From an optimization exercise on the open Yosys and OpenROAD flow, aimed at small area; shortcuts taken in it are not production practice.
Function was checked by simulation only, so behaviour that the tests miss may differ from the original.
Power figures rest on the tool's default switching activity, not on a simulated workload.

<file path="flow/flow/run.sh">
#!/bin/bash
# Standard ORFS layout, with three changes in how it is made:
#  - after the standard synthesis, the combinational logic is re-mapped
#    for area (registers untouched, see remap.sh);
#  - ports are buffered with buf_1;
#  - the clock tree uses clkbuf_8 and no dummy loads.
set -euo pipefail
export BUFFER_PORTS_ARGS="-buffer_cell sky130_fd_sc_hd__buf_1"
export CTS_ARGS="-sink_clustering_enable -repair_clock_nets -dont_use_dummy_load -buf_list sky130_fd_sc_hd__clkbuf_8"
R=orfs/results/sky130hd/Tetris/base
bash standard.sh synth > synth.log 2>&1
cp $R/1_2_yosys.v standard_netlist.v
bash flow/remap.sh $PWD/standard_netlist.v $PWD/remapped.v $PWD/remap.log > remap_stdout.log 2>&1
cp remapped.v $R/1_2_yosys.v
rm -f $R/1_synth.odb $R/1_synth.sdc
bash standard.sh > layout.log 2>&1
</file>
<file path="flow/flow/remap.sh">
#!/bin/bash
# Re-map the combinational logic of the standard synthesis netlist for
# area. Flip-flop cells are kept as black boxes, so every register keeps
# its instance name and cell type. ABC's deepsyn is run with several
# seeds (two rounds, the second starting from the first round's best);
# the smallest netlist is kept.
# usage: remap.sh NETLIST_IN NETLIST_OUT LOG
set -euo pipefail
HERE=$(cd "$(dirname "$0")" && pwd)
IN=$1; OUT=$2; LOG=$3
PLAT=$FLOW_HOME/platforms/sky130hd
LIB=$PLAT/lib/sky130_fd_sc_hd__tt_025C_1v80.lib
YOSYS=yosys
[ -x "$FLOW_HOME/../tools/install/yosys/bin/yosys" ] && YOSYS=$FLOW_HOME/../tools/install/yosys/bin/yosys
DU=$(sed -n '/^export DONT_USE_CELLS/,/^$/p' $PLAT/config.mk | grep -o 'sky130_fd_sc_hd__[a-z0-9_]*' | sed 's/^/-dont_use /' | tr '\n' ' ')
FFS=$(grep -o 'sky130_fd_sc_hd__[a-z0-9_]*' "$IN" | sort -u | grep -E '__(e?dfx|dfr|dfs|dfb|sdf|edfx|dlx|dlr)' | tr '\n' ' ')
J=${NUM_CORES:-4}
mkdir -p remap_runs
: > "$LOG"

# one ABC run: remap_one SEED NETLIST_IN TAG
remap_one() {
  local S=$1 SRC=$2 TAG=$3
  printf '%s\n' strash '&get -n' "&deepsyn -T 30 -S $S" '&put' 'dch -f' 'amap -F 20 -A 40' > remap_runs/$TAG.abc
  cat > remap_runs/$TAG.ys <<EOY
read_liberty -ignore_miss_func $LIB
blackbox $FFS
read_verilog $SRC
hierarchy -top Tetris
flatten
opt -purge
abc -liberty $LIB $DU -script remap_runs/$TAG.abc
opt_clean -purge
hilomap -singleton -hicell sky130_fd_sc_hd__conb_1 HI -locell sky130_fd_sc_hd__conb_1 LO
insbuf -buf sky130_fd_sc_hd__buf_4 A X
splitnets
opt_clean -purge
rename -hide w:*.*
tee -o remap_runs/$TAG.stat stat -liberty $LIB
write_verilog -noattr -noexpr -nohex -nodec -selected remap_runs/$TAG.v
EOY
  $YOSYS -q -l remap_runs/$TAG.log remap_runs/$TAG.ys > /dev/null 2>&1 || true
}

area_of() { grep -h "Chip area" remap_runs/$1.stat 2>/dev/null | awk '{print $NF}' | tail -1; }

best_tag=""; best_area=""
pick_best() {
  for t in "$@"; do
    a=$(area_of $t)
    [ -z "$a" ] && continue
    echo "$t $a" >> "$LOG"
    if [ -z "$best_area" ] || awk "BEGIN{exit !($a < $best_area)}"; then best_area=$a; best_tag=$t; fi
  done
}

# round 1: seeds 1..8 from the standard netlist
tags=()
for S in 1 2 3 4 5 6 7 8; do
  remap_one $S "$IN" r1_s$S &
  tags+=(r1_s$S)
  while [ $(jobs -r | wc -l) -ge $J ]; do sleep 1; done
done
wait
pick_best "${tags[@]}"
[ -n "$best_tag" ] || { echo "no remap result" >> "$LOG"; exit 1; }
first=$best_tag
# round 2: seeds 11..14 from round 1's best
tags=()
for S in 11 12 13 14; do
  remap_one $S "$PWD/remap_runs/$first.v" r2_s$S &
  tags+=(r2_s$S)
  while [ $(jobs -r | wc -l) -ge $J ]; do sleep 1; done
done
wait
pick_best "${tags[@]}"
echo "best $best_tag $best_area" >> "$LOG"
cp remap_runs/$best_tag.v "$OUT"
</file>
<file path="flow/standard.sh">
#!/bin/bash
# synth_recipe.tcl (not shown) runs the flow's synth.tcl, then flattens the netlist and writes it again
# the make line also repeats each setting of config.mk as NAME=value (left out here)
make -C /OpenROAD-flow-scripts/flow DESIGN_CONFIG=/design/flow/config.mk WORK_HOME=/design/flow/orfs CLKGATE_MAP_FILE= SYNTH_SCRIPT=/design/flow/synth_recipe.tcl "${@:-finish}"
</file>
<file path="flow/config.mk">
export PLATFORM = sky130hd
export DESIGN_NAME = Tetris
export DESIGN_NICKNAME = Tetris
export VERILOG_FILES = /design/flow/design.v
export SDC_FILE = /design/flow/constraint.sdc
export NUM_CORES = 4
export LEC_CHECK = 0
export CAP_MARGIN = 20
export CORE_MARGIN = 2
export CORE_UTILIZATION = 40
export SLEW_MARGIN = 20
</file>
<file path="flow/constraint.sdc">
create_clock -name core_clock -period 10.0 [get_ports {clk}]
set_input_delay 2.0000 -clock core_clock [delete_from_list [all_inputs] [get_ports {clk}]]
set_output_delay 2.0000 -clock core_clock [all_outputs]
set_load 0.01 [all_outputs]
</file>
<file path="flow/design.v">
module Tetris(
    input wire clk,            
    input wire btn_left,       
    input wire btn_right,      
    input wire pause,          
    input wire btn_fast,       
    input wire btn_rotate,     
    input reset,               
    output reg [5:0] row,      
    output reg [5:0] col,      
    output reg [6:0] seg,      
    output reg game_over,      
    output reg LED,
    output LED_COM,
    output de1,
    output de2,
    output de3
);
    assign de1 = 1'b1;
    assign de2 = 1'b0;
    assign de3 = 1'b1;
    assign LED_COM = 1'b1;
    reg [9:0] div;
    wire tick = !pause && (&div[6:0]);
    wire rm = div[9];             
    always @(posedge clk)
        if (reset)       div <= 10'd64;
        else if (!pause) div <= div + 10'd1;
    reg [5:0] scan;
    wire [2:0] scan_row = scan[5:3];
    always @(posedge clk)
        if (reset) scan <= 6'd0;
        else       scan <= scan + 6'd1;
    reg [4:0] dr;              
    reg [2:0] dot_col;
    reg [1:0] count_1;
    reg [2:0] shape;
    reg k;
    reg [2:0] score;
    reg [35:0] stn;            
    wire [35:0] st = ~stn;
    wire [5:0] state [5:0];
    genvar g;
    generate
        for (g = 0; g < 6; g = g + 1) begin : view
            assign state[g] = st[6*g +: 6];
        end
    endgenerate
    reg [5:0] col_q;
    reg [1:0] p0, p1;
    always @* begin
        casez (shape)
        3'b1??: begin p0 = 2'b11; p1 = k ? 2'b10 : 2'b01; end
        3'b001: begin p0 = k ? 2'b10 : 2'b01; p1 = 2'b11; end
        3'b010: begin p0 = k ? 2'b00 : 2'b01; p1 = k ? 2'b11 : 2'b01; end
        3'b011: begin p0 = k ? 2'b01 : 2'b00; p1 = k ? 2'b01 : 2'b11; end
        default: begin p0 = 2'b11; p1 = 2'b11; end
        endcase
    end
    wire [5:0] m0 = dot_col[2] ? {p0, 4'b0} : ({4'b0, p0} << dot_col[1:0]);
    wire [5:0] m1 = dot_col[2] ? {p1, 4'b0} : ({4'b0, p1} << dot_col[1:0]);
    wire [5:0] r1 = ({6{dr[0]}} & state[1]) | ({6{dr[1]}} & state[2]) | ({6{dr[2]}} & state[3]) |
                    ({6{dr[3]}} & state[4]) | ({6{dr[4]}} & state[5]);
    wire [5:0] r2 = ({6{dr[0]}} & state[2]) | ({6{dr[1]}} & state[3]) | ({6{dr[2]}} & state[4]) |
                    ({6{dr[3]}} & state[5]);
    wire blk_l = |(r1 & {1'b0, m1[5:1]});
    wire blk_r = |(r1 & {m1[4:0], 1'b0});
    wire blk_f = |(r2 & m1);
    wire mv_l = !btn_left && dot_col != 3'd0 && !blk_l;
    wire mv_r = !btn_right && !dot_col[2] && !blk_r;
    wire fall = &count_1;
    wire fall_ok = fall && !dr[4] && !blk_f;
    wire land = fall && !fall_ok;
    wire erase = mv_l || mv_r || btn_rotate || fall_ok;
    wire [5:2] full;
    assign full[2] = &state[2];
    assign full[3] = &state[3];
    assign full[4] = &state[4];
    assign full[5] = &state[5];
    wire [5:2] shift;
    assign shift[5] = rm && full[5];
    assign shift[4] = rm && (full[5] || full[4]);
    assign shift[3] = rm && (full[5] || full[4] || full[3]);
    assign shift[2] = rm && (|full);
    wire [2:0] nfull = full[2] + full[3] + full[4] + full[5];
    genvar h;
    generate
        for (g = 0; g < 6; g = g + 1) begin : rows
            wire s0 = (g < 5) && dr[g < 5 ? g : 0];
            wire s1 = (g > 0) && dr[g > 0 ? g-1 : 0];
            for (h = 0; h < 6; h = h + 1) begin : bits
                wire m = (s0 && m0[h]) || (s1 && m1[h]);
                if (g >= 2) begin : sh_row
                    wire sh = shift[g] && !((s0 || s1) && erase);
                    always @(posedge clk)
                        if (reset)     stn[6*g+h] <= 1'b1;
                        else if (tick) stn[6*g+h] <= sh ? stn[6*(g-1)+h] : m ? erase : stn[6*g+h];
                end else begin : top_row
                    always @(posedge clk)
                        if (reset)     stn[6*g+h] <= 1'b1;
                        else if (tick) stn[6*g+h] <= m ? erase : stn[6*g+h];
                end
            end
        end
    endgenerate
    always @(posedge clk) begin
        if (reset) begin
            dr <= 5'd1;
            dot_col <= 3'd3;
            count_1 <= 2'd0;
            shape <= 3'd0;
            k <= 1'b0;
            score <= 3'd0;
            game_over <= 1'b0;
            LED <= 1'b0;
        end else if (tick) begin
            if (rm && game_over) LED <= ~LED;
            count_1 <= fall ? 2'd0 : btn_fast ? 2'd3 : count_1 + 2'd1;
            if (land) begin
                dr <= 5'd1;
                dot_col <= 3'd3;
                shape <= shape[2] ? 3'd0 : shape + 3'd1;
                k <= 1'b0;
            end else begin
                if (fall_ok) dr <= {dr[3:0], 1'b0};
                if (mv_r) dot_col <= dot_col + 3'd1;
                else if (mv_l) dot_col <= dot_col - 3'd1;
                if (btn_rotate) k <= ~k;
            end
            if (land && dr[0]) begin
                score <= 3'd0;
                game_over <= 1'b1;
            end else if (rm)
                score <= score + nfull;
        end
    end
    always @* begin
        case (score)
            3'd0: seg = ~7'b0000001;
            3'd1: seg = ~7'b1001111;
            3'd2: seg = ~7'b0010010;
            3'd3: seg = ~7'b0000110;
            3'd4: seg = ~7'b1001100;
            3'd5: seg = ~7'b0100100;
            3'd6: seg = ~7'b0100000;
            default: seg = ~7'b0001111;
        endcase
    end
    always @(posedge clk)
        if (reset) col_q <= 6'd0;
        else if (&scan[2:0])
            col_q <= (scan_row[2] & scan_row[1]) ? 6'd0 : scan_row[2] ? (scan_row[0] ? state[5] : state[4]) : state[scan_row[1:0]];
    always @* begin
        case (scan_row)
            3'd1: row = 6'b000001;
            3'd2: row = 6'b000010;
            3'd3: row = 6'b000100;
            3'd4: row = 6'b001000;
            3'd5: row = 6'b010000;
            3'd6: row = 6'b100000;
            default: row = 6'b000000;
        endcase
        col = col_q;
    end
endmodule
</file>
==> metrics.md, run 1 <==
| Metric | Value |
|---|---|
| Status | complete, no violations |
| Synth Instances | 541 |
| Buf/Inv on CP | 2 |
| CP arrival | 5.23 ns |
| Num CTS Buffers | 9 |
| Worst setup margin | 4.99 ns |
| CP required | 10.23 ns |
| Die H | 105 um |
| Slew Viols, Final | 0 |
| Sw Pwr | 0.147 mW |
| Post-CTS setup buffers | 0 |
| Final period utilization | 50.1% |
| Max cap viols | 0 |
| Drt drc | 0 |
| Routed Antenna Nets | 0 |
| # IOs | 32 |
| Hold Crit Start | div[8]$_SDFFE_PP0N_ |
| Power per cell area | 127 nW/um2 |
| Worst path cell trace | clkinv_1 -> nor3_1 -> a31oi_1 -> o22ai_1 -> a211oi_1 -> o22a_1 -> or2_0 -> o221ai_1 -> o21ai_0 -> nor3_1 -> clkinv_1 -> nor2_1 -> nand2_1 -> o21ai_0 -> a21oi_1 |
| Via Count | 4,356 |
| Antenna violations before repair | 0 |
| Switching share of total power | 26.3% |
| Dpl ws | 5.00 ns |
| Slew margin rel. | 37.7% |
| Top Family by Delay on Critical Path | simple AND/OR/NAND/NOR gates |
| Core footprint | 9820 um2 |
| Grt ovf | 0 |
| Worst hold path class | reg -> reg |
| Die Wd | 105 um |
| 1st-iter DRT viols | 596 |
| Worst Path Max Fanout | 13 |
| Cell row count | 36 |
| Inst Count DP | 696 |
| Reg power frac | 56.1% |
| Comb pwr share | 10.5% |
| H-tree Lvls | 3 |
| Worst setup path startpoint | shape[0]$_SDFFE_PP0P_ |
| Dpl hpwl | 10,400 um |
| Clk root buf | clkbuf_8 |
| CTS clock-pin slew for the worst setup and hold paths | 0.09 ns |
| CP max-delay cell | nor2_1 |
| TritonCTS clock tree | yes |
| Post-layout min period | 5.01 ns |
| Drt pass-1 iters | 6 |
| Filler instances | 1,059 |
| Pint | 0.412 mW |
| Worst IR Drop VDD | 0.0473 mV |
| Vias per cell | 6.18 |
| Antenna Cells | 0 |
| Synth Warn # | 1 |
| Multi-input logic area | 2200 um2 |
| Tot GR Track Use | 25.5% |
| Final setup fails | 0 |
| Final WL | 14,000 um |
| Nets@finish | 581 |
| Syn Area/Cell | 7.48 um2 |
| Final hold violations | 0 |
| WS Path Type | reg -> reg |
| Clk latency of the worst-skew pair | 0.37 ns |
| Largest net degree at the start of global routing | 46 |
| Drt wl/cell | 19.9 um |
| Leak Pwr | 1.35 nW |
| First-pass GRT wire length | 21,900 um |
| CP Capture Type | register |
| Cell Count, Final, Fillers Out | 705 |
| Sequential cell area | 1540 um2 |
| Area Overhead vs Synth | 8.59% |
| CP max stage delay | 0.77 ns |
| CP Launch Type | register |
| Port buffer count | 27 |
| RSZ-0062 raised after global routing | no |
| Clk_skew | 0.0277 ns |
| Setup TNS | 0 ns |
| RePlAce Congestion | 0.972 |
| Clock share of power | 33.4% |
| Clock Path Buffers | 2 |
| Post-CTS sizing | 0 |
| RR Startpoint | shape[0]$_SDFFE_PP0P_ |
| Num Clock Sinks | 77 |
| Number of global-route vias before repair | 3,915 |
| Max Clk Rate | 200 MHz |
| Die area | 10,900 um2 |
| Post-Syn Area | 4050 um2 |
| Initial Util | 41.2% |
| CTS Hold Bufs | 0 |
| Slew @ Worst Pin | 0.927 ns |
| Share of post-route cells with drive strength above 1 | 2.27% |
-- cell usage in the layout (no fill, tap or decap), types with 3 or more instances in the layout --
master and instances:
dfxtp_1 77, or2_0 11, o22ai_1 50, nand2_1 34, o31a_1 6, nand3_1 5
a222oi_1 5, or3_1 4, a21oi_1 34, o221ai_1 17, a221oi_1 8, a211oi_1 10
a22oi_1 3, buf_1 26, clkinv_1 63, o211ai_1 9, conb_1 4, a31oi_1 6
nor2_1 75, buf_4 3, o21ai_0 43, nor3_1 35, nor4_1 3, clkbuf_8 9
and3_1 4, o22a_1 9, and2_0 3
-- worst reg2reg max path: stages (launching register included) --
cell and delay (ns):
dfxtp_1 0.36, clkinv_1 0.10, nor3_1 0.21, a31oi_1 0.09
o22ai_1 0.37, a211oi_1 0.16, o22a_1 0.23, or2_0 0.40
o221ai_1 0.36, o21ai_0 0.19, nor3_1 0.74, clkinv_1 0.43
nor2_1 0.77, nand2_1 0.22, o21ai_0 0.14, a21oi_1 0.09
-- sequential cells by signal (all words and copies together), names as in the netlist --
register,count
LED,1
col_q,6
count_1,2
div,10
dot_col,3
dr,5
game_over,1
k,1
scan,6
score,3
shape,3
stn,36
-- stage by stage --
step	hold WS (ns)	instance area (um2)	utilization [%]	power, mW
after floorplan	0.415	4060	-	0.362
after detailed placement	0.443	4270	43.5	0.379
final	0.453	4400	44.8	0.560
after CTS	0.461	4400	44.8	0.560
after global routing	0.483	4400	44.8	0.581
after global placement	0.429	4270	43.5	0.380
-- final cells by class --
cell class	instances	share of cell area, %
repair buffers	30	2.85
inverters	63	5.38
well taps	133	3.79
flip-flops and latches	77	35.1
multi-input cells	393	50.1
clock buffers	9	2.82
-- routing by layer --
| layer | share of wire, % | global-route usage [%] |
|---|---|---|
| met1 | 44 | 34.8 |
| met2 | 44 | 39.4 |
| met3 | 9.6 | 6.24 |
| met4 | 2.7 | 9.05 |
| met5 | 0 | 0 |
-- power groups by stage --
stage | Combinational (mW) | Sequential (mW) | Clock, mW
floorplan | 0.0421 | 0.320 | 0
global placement | 0.0588 | 0.321 | 0
detailed placement | 0.0576 | 0.321 | 0
CTS | 0.0579 | 0.314 | 0.188
global route | 0.0657 | 0.315 | 0.200
finish | 0.0587 | 0.314 | 0.187
-- final timing paths --
| kind | end | slack, ns | depth (start not counted) |
|---|---|---|---|
| worst max-delay path | stn[12]$_SDFFE_PP1P_ | 4.99 | 15 |
| worst min-delay path | div[8]$_SDFFE_PP0N_ | 0.45 | 1 |
| worst max register to register | stn[12]$_SDFFE_PP1P_ | 4.99 | 15 |
| worst min register to register | div[8]$_SDFFE_PP0N_ | 0.45 | 1 |
==> run 2: changes to the inputs <==
--- a/flow/flow/run.sh
+++ b/flow/flow/run.sh
@@ -1,12 +1,14 @@
 #!/bin/bash
-# Standard ORFS layout, with three changes in how it is made:
+# Standard ORFS layout, with these changes in how it is made:
 #  - after the standard synthesis, the combinational logic is re-mapped
 #    for area (registers untouched, see remap.sh);
+#  - the constant outputs share one tie cell (no tie fanout repair);
 #  - ports are buffered with buf_1;
 #  - the clock tree uses clkbuf_8 and no dummy loads.
 set -euo pipefail
 export BUFFER_PORTS_ARGS="-buffer_cell sky130_fd_sc_hd__buf_1"
 export CTS_ARGS="-sink_clustering_enable -repair_clock_nets -dont_use_dummy_load -buf_list sky130_fd_sc_hd__clkbuf_8"
+export SKIP_REPAIR_TIE_FANOUT=1
 R=orfs/results/sky130hd/Tetris/base
 bash standard.sh synth > synth.log 2>&1
 cp $R/1_2_yosys.v standard_netlist.v
==> flow/flow/one_tie.py (new file) <==
#!/usr/bin/env python3
"""Merge the tie-high and tie-low conb_1 cells of a netlist into one cell
(conb_1 has both a HI and a LO output). usage: one_tie.py IN.v OUT.v"""
import re, sys
src = open(sys.argv[1]).read()
pat = re.compile(r'  sky130_fd_sc_hd__conb_1 (\S+) \(\s*\.(HI|LO)\(([^)]*)\)\s*\);\n')
ties = list(pat.finditer(src))
hi = [m for m in ties if m.group(2) == 'HI']
lo = [m for m in ties if m.group(2) == 'LO']
if len(hi) == 1 and len(lo) == 1:
    merged = '  sky130_fd_sc_hd__conb_1 %s (\n    .HI(%s),\n    .LO(%s)\n  );\n' % (hi[0].group(1), hi[0].group(3), lo[0].group(3))
    out = src.replace(lo[0].group(0), '').replace(hi[0].group(0), merged)
    print('one_tie: merged %s and %s' % (hi[0].group(1), lo[0].group(1)))
else:
    out = src
    print('one_tie: %d HI and %d LO tie cells, left unchanged' % (len(hi), len(lo)))
open(sys.argv[2], 'w').write(out)
--- a/flow/flow/remap.sh
+++ b/flow/flow/remap.sh
@@ -1,10 +1,4 @@
 #!/bin/bash
-# Re-map the combinational logic of the standard synthesis netlist for
-# area. Flip-flop cells are kept as black boxes, so every register keeps
-# its instance name and cell type. ABC's deepsyn is run with several
-# seeds (two rounds, the second starting from the first round's best);
-# the smallest netlist is kept.
-# usage: remap.sh NETLIST_IN NETLIST_OUT LOG
 set -euo pipefail
 HERE=$(cd "$(dirname "$0")" && pwd)
 IN=$1; OUT=$2; LOG=$3
@@ -64,15 +58,18 @@
 wait
 pick_best "${tags[@]}"
 [ -n "$best_tag" ] || { echo "no remap result" >> "$LOG"; exit 1; }
-first=$best_tag
-# round 2: seeds 11..14 from round 1's best
-tags=()
-for S in 11 12 13 14; do
-  remap_one $S "$PWD/remap_runs/$first.v" r2_s$S &
-  tags+=(r2_s$S)
-  while [ $(jobs -r | wc -l) -ge $J ]; do sleep 1; done
+# rounds 2 and 3: four seeds each from the best netlist so far
+for R in 2 3; do
+  from=$best_tag
+  tags=()
+  for S in 1 2 3 4; do
+    S2=$((R * 10 + S))
+    remap_one $S2 "$PWD/remap_runs/$from.v" r${R}_s$S2 &
+    tags+=(r${R}_s$S2)
+    while [ $(jobs -r | wc -l) -ge $J ]; do sleep 1; done
+  done
+  wait
+  pick_best "${tags[@]}"
 done
-wait
-pick_best "${tags[@]}"
 echo "best $best_tag $best_area" >> "$LOG"
-cp remap_runs/$best_tag.v "$OUT"
+python3 "$HERE/one_tie.py" remap_runs/$best_tag.v "$OUT" >> "$LOG"
==> metrics.md, run 2 <==
| Metric | Value |
|---|---|
| Status | complete, no violations |
| GR peak layer | met2 |
| Die area | 10,800 um2 |
| Met2 usage | 40.3% |
| Share of post-route cells with drive strength above 1 | 2.51% |
| Multi-input logic area | 2140 um2 |
| Drt drc | 0 |
| CP arrival | 4.83 ns |
| CP max-delay cell | nor3_1 |
| Cell row count | 36 |
| Drt wl/cell | 19.7 um |
| GR Util met3 | 5.51% |
| Power per cell area | 117 nW/um2 |
| WS Path Type | in -> reg |
| Post-CTS setup buffers | 0 |
| Port buffer count | 27 |
| Clock Path Buffers | 2 |
| CP Launch Type | input pin |
| Nets@finish | 568 |
| Cell Count, Final, Fillers Out | 691 |
| Clk root buf | clkbuf_8 |
| Slew Viols, Final | 0 |
| CP max stage delay | 0.84 ns |
| RePlAce Congestion | 0.968 |
| Regs by FF count | stn: 36 flops, div: 10 flops |
| CP Capture Type | register |
| Post-CTS sizing | 0 |
| Slew @ Worst Pin | 1.05 ns |
| Final instance area | 4350 um2 |
| CTS Hold Bufs | 0 |
| Core footprint | 9730 um2 |
| Final setup fails | 0 |
| Cell mode on critical path | and3_1 |
| CTS clock-pin slew for the worst setup and hold paths | 0.09 ns |
| Top reg by flops | stn |
| Vias per cell | 6.40 |
| Met1 Use GR | 32.7% |
| Most frequent cells in the layout | dfxtp_1 (77), o22ai_1 (75), clkinv_1 (66) |
| Post-layout min period | 4.54 ns |
| Final hold violations | 0 |
| Tot GR Track Use | 25.4% |
| H-tree Lvls | 3 |
| Grt ovf | 0 |
| Antenna violations before repair | 0 |
| Num Clock Sinks | 77 |
| 1st-iter DRT viols | 445 |
| Slew margin rel. | 29.3% |
| Sequential cell area | 1540 um2 |
| Worst Path Max Fanout | 13 |
| First-pass GRT wire length | 21,700 um |
| Final WL | 13,600 um |
| Overall power | 0.510 mW |
| Largest net degree at the start of global routing | 40 |
| Post-Syn Area | 4000 um2 |
| Initial Util | 41.1% |
| Die Wd | 104 um |
| Area Overhead vs Synth | 8.69% |
| Clk_skew | 0.0265 ns |
| Setup TNS | 0 ns |
| TritonCTS clock tree | yes |
| RSZ-0062 raised after global routing | no |
| Fin Hold WS | 0.449 ns |
| Inst Count DP | 682 |
| # IOs | 32 |
| Core Util, Final | 44.7% |
| Syn Area/Cell | 7.58 um2 |
| Via Count | 4,419 |
| Clk latency of the worst-skew pair | 0.37 ns |
| Dpl cell area | 4230 um2 |
| Synth Instances | 528 |
| Number of global-route vias before repair | 4,114 |
| Drt pass-1 iters | 5 |
| CP required | 10.28 ns |
| Die H | 104 um |
| Dpl hpwl | 9930 um |
| Antenna Cells | 0 |
| Worst path cell trace | buf_1 -> clkinv_1 -> and3_1 -> and3_1 -> and3_1 -> nand2_1 -> nor2_1 -> clkinv_1 -> nor3_1 -> nor2_1 -> o21ai_0 |
| Max reg flops | 36 |
| Worst IR Drop VDD | 0.0728 mV |
| Max cap viols | 0 |
| Commonest non-fill, non-tap cell in the layout | dfxtp_1 |
| Max Clk Rate | 220 MHz |
| Num CTS Buffers | 9 |
| Worst hold path class | reg -> reg |
| Synth Warn # | 1 |
| Final period utilization | 45.4% |
| Worst setup margin | 5.46 ns |
| Dpl ws | 5.18 ns |
| Filler instances | 1,037 |
| Routed Antenna Nets | 0 |
| Leak Pwr | 1.32 nW |
[run 2: critical path, delay by kind of cell]
family	cells	cell delay, ns
buffers and inverters	3	0.31
and+or+nand+nor	7	2.28
AOI/OAI and AO/OA	1	0.23
[run 2: area by class of cell]
cell class	instances	area share, %
Timing Repair Buffer	31	3.05
Multi-Input combinational cell	375	49.1
Tap cell	133	3.83
Sequential cell	77	35.4
Clock buffer	9	2.85
Inverter	66	5.70
[run 2: path summary, 6_finish.rpt]
check / endpoint / slack, ns / start / cells past startpoint
worst max-delay path: stn[23]$_SDFFE_PP1P_ / 5.46 / pause / 11
worst min-delay path: LED$_SDFFE_PP0P_ / 0.45 / LED$_SDFFE_PP0P_ / 1
worst min register to register: LED$_SDFFE_PP0P_ / 0.45 / LED$_SDFFE_PP0P_ / 1
worst max register to register: stn[29]$_SDFFE_PP1P_ / 6.04 / shape[0]$_SDFFE_PP0P_ / 15
[run 2: per-layer routing]
layer	wire length [um]	vias to the layer above	share of wire, %
li1	-	2080	-
met1	5750	2044	42
met2	5990	242	44
met3	1230	53	9.0
met4	644	0	4.7
met5	0	-	0
[run 2: where the power goes]
part           leakage, nW  switching, mW  internal [mW]
Clock               0.0647          0.104         0.0805
Sequential           0.623        0.00114          0.308
Combinational        0.630         0.0122        0.00424
==> run 3: changes to the inputs <==
==> flow/config.mk (replaced) <==
export PLATFORM = sky130hd
export DESIGN_NAME = Tetris
export DESIGN_NICKNAME = Tetris
export VERILOG_FILES = /design/flow/design.v
export SDC_FILE = /design/flow/constraint.sdc
export NUM_CORES = 4
export LEC_CHECK = 0
export CAP_MARGIN = 0
export CORE_MARGIN = 2
export CORE_UTILIZATION = 65
export SLEW_MARGIN = 0
==> metrics.md, run 3 <==
| Metric | Value |
|---|---|
| Status | complete, no violations |
| Filler instances | 480 |
| Cell row count | 28 |
| Hold path depth | 1 |
| Die area | 6800 um2 |
| Cell mode on critical path | and3_1 |
| Post-Syn Area | 4000 um2 |
| Worst reg2reg path depth | 16 |
| Power per cell area | 119 nW/um2 |
| Num Clock Sinks | 77 |
| Comb pwr share | 3.2% |
| Clk_skew | 0.0242 ns |
| Dpl ws | 5.31 ns |
| RSZ-0062 raised after global routing | no |
| Post-CTS sizing | 0 |
| Initial Util | 67.6% |
| Dpl cell area | 4140 um2 |
| Share of post-route cells with drive strength above 1 | 2.16% |
| Fin Hold WS | 0.461 ns |
| CP Launch Type | input pin |
| Worst setup margin | 5.61 ns |
| Slew Viols, Final | 0 |
| Worst path cell trace | buf_1 -> clkinv_1 -> and3_1 -> and3_1 -> and3_1 -> nand2_1 -> nor2_1 -> clkinv_1 -> nor3_1 -> nor3_1 -> a21oi_1 -> o21ai_0 |
| Final hold violations | 0 |
| Most frequent cells in the layout | dfxtp_1 (77), o22ai_1 (75), clkinv_1 (66) |
| Routed Antenna Nets | 0 |
| Max cap viols | 0 |
| Drt pass-1 iters | 7 |
| Post-layout min period | 4.39 ns |
| Reg power frac | 60.8% |
| H-tree Lvls | 3 |
| Die Wd | 82.5 um |
| Leak Pwr | 1.31 nW |
| Slew margin rel. | 40.4% |
| Sw Pwr | 0.116 mW |
| Clock Path Buffers | 2 |
| RePlAce Congestion | 1.12 |
| Commonest non-fill, non-tap cell in the layout | dfxtp_1 |
| Reg2reg setup slack | 6.03 ns |
| First-pass GRT wire length | 20,600 um |
| Clock share of power | 36.0% |
| Clk root buf | clkbuf_8 |
| Drt drc | 0 |
| 1st-iter DRT viols | 767 |
| Slew @ Worst Pin | 0.892 ns |
| Tot GR Track Use | 41.3% |
| Die H | 82.5 um |
| Worst Path Max Fanout | 13 |
| Grt ovf | 0 |
| Buf/Inv on CP | 3 |
| Number of global-route vias before repair | 3,994 |
| Overall power | 0.508 mW |
| Top Family by Delay on Critical Path | simple AND/OR/NAND/NOR gates |
| Largest net degree at the start of global routing | 40 |
| CP max-delay cell | nor3_1 |
| Synth Instances | 528 |
| Hold Crit Start | LED$_SDFFE_PP0P_ |
| Final WL | 13,600 um |
| CP max stage delay | 0.68 ns |
| Top reg by flops | stn |
| CTS clock-pin slew for the worst setup and hold paths | 0.08 ns |
| CP required | 10.24 ns |
| Syn Area/Cell | 7.58 um2 |
| Vias per cell | 7.31 |
| Nets@finish | 566 |
| Antenna violations before repair | 0 |
| Setup TNS | 0 ns |
| Synth Warn # | 1 |
| Port buffer count | 27 |
| TritonCTS clock tree | yes |
| WS Path Type | in -> reg |
| Via Count | 4,610 |
| CTS Hold Bufs | 0 |
| Num CTS Buffers | 9 |
| Max Clk Rate | 228 MHz |
| Area Overhead vs Synth | 6.50% |
| CP arrival | 4.63 ns |
| Cell Count, Final, Fillers Out | 631 |
| Inst Count DP | 622 |
| Pint | 0.392 mW |
| CP Capture Type | register |
| Worst hold path class | reg -> reg |
| Max reg flops | 36 |
| Core Util, Final | 72.0% |
| Drt wl/cell | 21.6 um |
| Final setup fails | 0 |
| Regs by FF count | stn: 36 flops, div: 10 flops |
| Worst IR Drop VDD | 0.0985 mV |
| WHS Endpoint | LED$_SDFFE_PP0P_ |
| Clk latency of the worst-skew pair | 0.36 ns |
| # IOs | 32 |
| Final period utilization | 43.9% |
| Switching share of total power | 22.8% |
| Core footprint | 5920 um2 |
| RR Startpoint | shape[0]$_SDFFE_PP0P_ |
| Dpl hpwl | 9700 um |
| Post-CTS setup buffers | 0 |
| Final instance area | 4260 um2 |
| Antenna Cells | 0 |
| Reg-to-Reg End | stn[34]$_SDFFE_PP1P_ |
==> run 3: area by class of cell <==
type | instances | area [um2] | area share, %
Sequential cell | 77 | 1540 | 36.2
Timing Repair Buffer | 29 | 118 | 2.76
Clock buffer | 9 | 124 | 2.91
Multi-Input combinational cell | 375 | 2140 | 50.1
Tap cell | 75 | 93.8 | 2.20
Inverter | 66 | 248 | 5.81
==> run 3: how the worst max path moves through the flow <==
stage,from,end,slack (ns),depth (start not counted)
2_1_floorplan,btn_right,stn[26]$_SDFFE_PP1P_,5.88,9
3_3_place_gp,pause,stn[18]$_SDFFE_PP1P_,5.42,11
3_5_place_dp,pause,stn[23]$_SDFFE_PP1P_,5.31,12
4_1_cts,pause,stn[26]$_SDFFE_PP1P_,5.69,12
5_1_grt,pause,stn[20]$_SDFFE_PP1P_,5.30,11
6_report,pause,stn[23]$_SDFFE_PP1P_,5.61,12
==> run 3: power groups by stage <==
stage | clock [mW] | combinational, mW | sequential, mW
final | 0.183 | 0.0160 | 0.309
after global routing | 0.190 | 0.0173 | 0.309
after CTS | 0.180 | 0.0155 | 0.309
after detailed placement | 0 | 0.0155 | 0.316
after global placement | 0 | 0.0149 | 0.316
after floorplan | 0 | 0.00963 | 0.316
==> run 3: per-layer routing <==
metal	part of all wire, %	track usage (%)
met4	6.6	24.2
met5	0	0
met3	14	14.7
met2	42	60.4
met1	38	52.2

re-timing with driven ports:
In the flow no input, the clock included, has a driving cell. The finished layouts below were timed again as built, in two steps.
Step 1 sets driving cells, clkbuf_16 on the clock port and buf_2 on the other inputs (assumed; they add their load-dependent delay and slew).
Step 2 also shifts input and output timing later by t, the mid clock arrival at the registers, as if the neighbouring blocks saw the same clock.
Slacks: ideal / step 1 / step 2; pairs: ideal / step 1.
run | t, ns | setup WS [ns] | worst hold slack (ns) | slew at the worst register clock pin (ns) | worst data-port slew with drivers (ns)
run 1 | 0.386 | 4.991 / 4.991 / 4.873 | 0.453 / 0.453 / 0.453 | 0.09 / 0.09 | 0.03
run 2 | 0.386 | 5.457 / 5.471 / 5.085 | 0.449 / 0.449 / 0.449 | 0.09 / 0.09 | 0.03
run 3 | 0.381 | 5.612 / 5.623 / 5.242 | 0.461 / 0.461 / 0.461 | 0.08 / 0.08 | 0.03
After both steps setup and hold are still met in every run listed. The setup slack of run 2, which loses most, moves by +0.014 ns with the drivers and by -0.372 ns with both steps.
